Context: an optimization exercise on an open-source flow, tuned for small area. The choices shown serve that exercise and are no tape-out recipe. The RTL was checked by simulation tests, not by an equivalence proof against the original design. Power figures rest on the tool's default switching activity, not on a simulated workload.

job 663:
Design day_time, start of the top module:
module day_time(Out, clk_1s, clk_5ms, up, down, clk, control, change, reset);
Size in the first run: about 440 cells after synthesis, about 20 I/O pins.
Settings: LEC_CHECK=0, ABC_AREA=1, CAP_MARGIN=20, CORE_MARGIN=2, CORE_UTILIZATION=60, CTS_BUF_LIST=sky130_fd_sc_hd__clkbuf_4, CTS_CLUSTER_DIAMETER=100, CTS_CLUSTER_SIZE=60, PLACE_DENSITY=0.8, SLEW_MARGIN=20; clock period 15.0 ns.
run.sh (not shown) runs the stock make flow with config.mk's settings and CLKGATE_MAP_FILE= SYNTH_SCRIPT=/design/flow/synth_recipe.tcl, a recipe that flattens the netlist after the stock synthesis.
Job 663: done, clean on timing, DRC and antenna
What job 1295 does differently from job 663 at the input level:
- CTS_CLUSTER_DIAMETER no longer set, was 100
- CTS_BUF_LIST no longer set, was sky130_fd_sc_hd__clkbuf_4
- CTS_CLUSTER_SIZE no longer set, was 60
==> flow/flow/run.sh (new file) <==
#!/bin/bash
# Standard layout, with buf_1 port buffers and a clock tree without dummy loads.
set -euo pipefail
CTS="-sink_clustering_enable -repair_clock_nets -dont_use_dummy_load -buf_list sky130_fd_sc_hd__clkbuf_4 -sink_clustering_size 30 -sink_clustering_max_diameter 100"
for t in synth floorplan place cts route finish; do
  bash standard.sh "BUFFER_PORTS_ARGS=-buffer_cell sky130_fd_sc_hd__buf_1" "CTS_ARGS=$CTS" $t > log_$t.txt 2>&1
done
==> flow/standard.sh (new file) <==
#!/bin/bash
# synth_recipe.tcl (not shown) runs the flow's synth.tcl, then flattens the netlist and writes it again
# the make line also repeats each setting of config.mk as NAME=value (left out here)
make -C /OpenROAD-flow-scripts/flow DESIGN_CONFIG=/design/flow/config.mk WORK_HOME=/design/flow/orfs CLKGATE_MAP_FILE= SYNTH_SCRIPT=/design/flow/synth_recipe.tcl "${@:-finish}"
removed: flow/run.sh
## What came out
- Diff job 663 -> job 1295 | register-to-register slack | increase of 0.02 ns
- Job 1295 ends up with a multi-input gate share of total cell area that is 2.5 points higher than in job 663.
- Power, job 1295 vs job 663: down by more than 10%
- Compared with job 663, job 1295 improves final setup slack of the worst path.
- Switching fraction of total power is higher on job 1295
- Wire length sits lower in job 1295 than in job 663.
- [diff] maximum frequency, job 1295 relative to job 663: improvement
Edits applied to the flow inputs when going from job 1295 to job 5604:
- CTS_CLUSTER_DIAMETER newly set to 60
- CTS_CLUSTER_SIZE newly set to 20
- CTS_BUF_LIST newly set to sky130_fd_sc_hd__clkbuf_2 sky130_fd_sc_hd__clkbuf_4
==> flow/run.sh (new file) <==
#!/bin/bash
# synth_recipe.tcl (not shown) runs the flow's synth.tcl, then flattens the netlist and writes it again
# the make line also repeats each setting of config.mk as NAME=value (left out here)
make -C /OpenROAD-flow-scripts/flow DESIGN_CONFIG=/design/flow/config.mk WORK_HOME=/design/flow/orfs CLKGATE_MAP_FILE= SYNTH_SCRIPT=/design/flow/synth_recipe.tcl finish
removed: flow/flow/run.sh
removed: flow/standard.sh
==> comparison <==
Re HPWL after detailed placement: job 5604 and job 1295 aren't equal, and the lower value belongs to job 5604.
The final reports for job 5604 and job 1295 show leakage power higher in the former.
Delta (job 5604 minus job 1295): switching fraction of total power now smaller; non-filler instance count after layout now larger.

== sierra ==
Starting RTL as in the previous note.
==> flow/config.mk <==
export PLATFORM = sky130hd
export DESIGN_NAME = day_time
export DESIGN_NICKNAME = day_time
export VERILOG_FILES = /design/flow/design.v
export SDC_FILE = /design/flow/constraint.sdc
export NUM_CORES = 4
export LEC_CHECK = 0
export ABC_AREA = 1
export CAP_MARGIN = 20
export CORE_MARGIN = 2
export CORE_UTILIZATION = 60
export PLACE_DENSITY = 0.8
export SLEW_MARGIN = 20
==> flow/constraint.sdc <==
create_clock -name core_clock -period 15.0 [get_ports {clk}]
set_input_delay 3.0000 -clock core_clock [delete_from_list [all_inputs] [get_ports {clk}]]
set_output_delay 3.0000 -clock core_clock [all_outputs]
set_load 0.01 [all_outputs]
standard.sh (not shown) runs the stock make flow with config.mk's settings and CLKGATE_MAP_FILE= SYNTH_SCRIPT=/design/flow/synth_recipe.tcl, a recipe that flattens the netlist after the stock synthesis.
==> flow/flow/run.sh <==
#!/bin/bash
# Standard layout, with buf_1 port buffers and a clock tree without dummy loads.
set -euo pipefail
CTS="-sink_clustering_enable -repair_clock_nets -dont_use_dummy_load -buf_list sky130_fd_sc_hd__clkbuf_8 -root_buf sky130_fd_sc_hd__clkbuf_8 -sink_clustering_size 60 -sink_clustering_max_diameter 200"
for t in synth floorplan place cts route finish; do
  bash standard.sh "BUFFER_PORTS_ARGS=-buffer_cell sky130_fd_sc_hd__buf_1" "CTS_ARGS=$CTS" $t > log_$t.txt 2>&1
done
#### Input delta (tundra over sierra)
Settings: a deleted PLACE_DENSITY that had been 0.8; a change of CORE_UTILIZATION from 60 to 40.
==> flow/run.sh (new file) <==
#!/bin/bash
# synth_recipe.tcl (not shown) runs the flow's synth.tcl, then flattens the netlist and writes it again
# the make line also repeats each setting of config.mk as NAME=value (left out here)
make -C /OpenROAD-flow-scripts/flow DESIGN_CONFIG=/design/flow/config.mk WORK_HOME=/design/flow/orfs CLKGATE_MAP_FILE= SYNTH_SCRIPT=/design/flow/synth_recipe.tcl finish
removed: flow/flow/run.sh
removed: flow/standard.sh
Notes after the runs:
sierra vs tundra, cell with the largest stage delay on the worst path: sky130_fd_sc_hd__nor3_1 vs sky130_fd_sc_hd__clkdlybuf4s50_1. Compared with sierra, in tundra met1 track demand over resource fell by 7.4 points, clock network area share rose by 2.6 points, global-route usage fell by 5.5 points.

[afterwards: timing with drivers on the ports]
The flow's constraints put no driver on any port. The routed layouts listed below were extracted and timed again, unchanged, in two steps. Step 1, drivers: a clkbuf_16 drives clk and a buf_2 each remaining input, both assumed. Step 2 also shifts input and output timing later by t, the mid clock arrival at the registers, as if the neighbouring blocks saw the same clock. Three values: no drivers, after step 1, after step 2; two values: the first two.
| run | shift t [ns] | setup WS [ns] | clock arrival spread, ns | worst register clock-pin slew, ns | cell pins on the clock port's net |
|---|---|---|---|---|---|
| job 663 | 0.425 | 9.245 / 9.247 / 8.822 | 0.008 / 0.008 | 0.10 / 0.10 | 1 |
| job 1295 | 0.425 | 9.654 / 9.643 / 9.218 | 0.026 / 0.027 | 0.09 / 0.09 | 1 |
| job 5604 | 0.425 | 9.245 / 9.247 / 8.822 | 0.008 / 0.008 | 0.10 / 0.10 | 1 |
| sierra | 0.361 | 9.545 / 9.540 / 9.178 | 0.017 / 0.017 | 0.06 / 0.06 | 1 |
| tundra | 0.375 | 9.169 / 9.179 / 8.804 | 0.010 / 0.010 | 0.08 / 0.08 | 1 |
After both steps every run listed still meets setup and hold. For job 1295, which loses most, drivers alone change the setup slack by -0.011 ns; drivers and shift together by -0.436 ns.
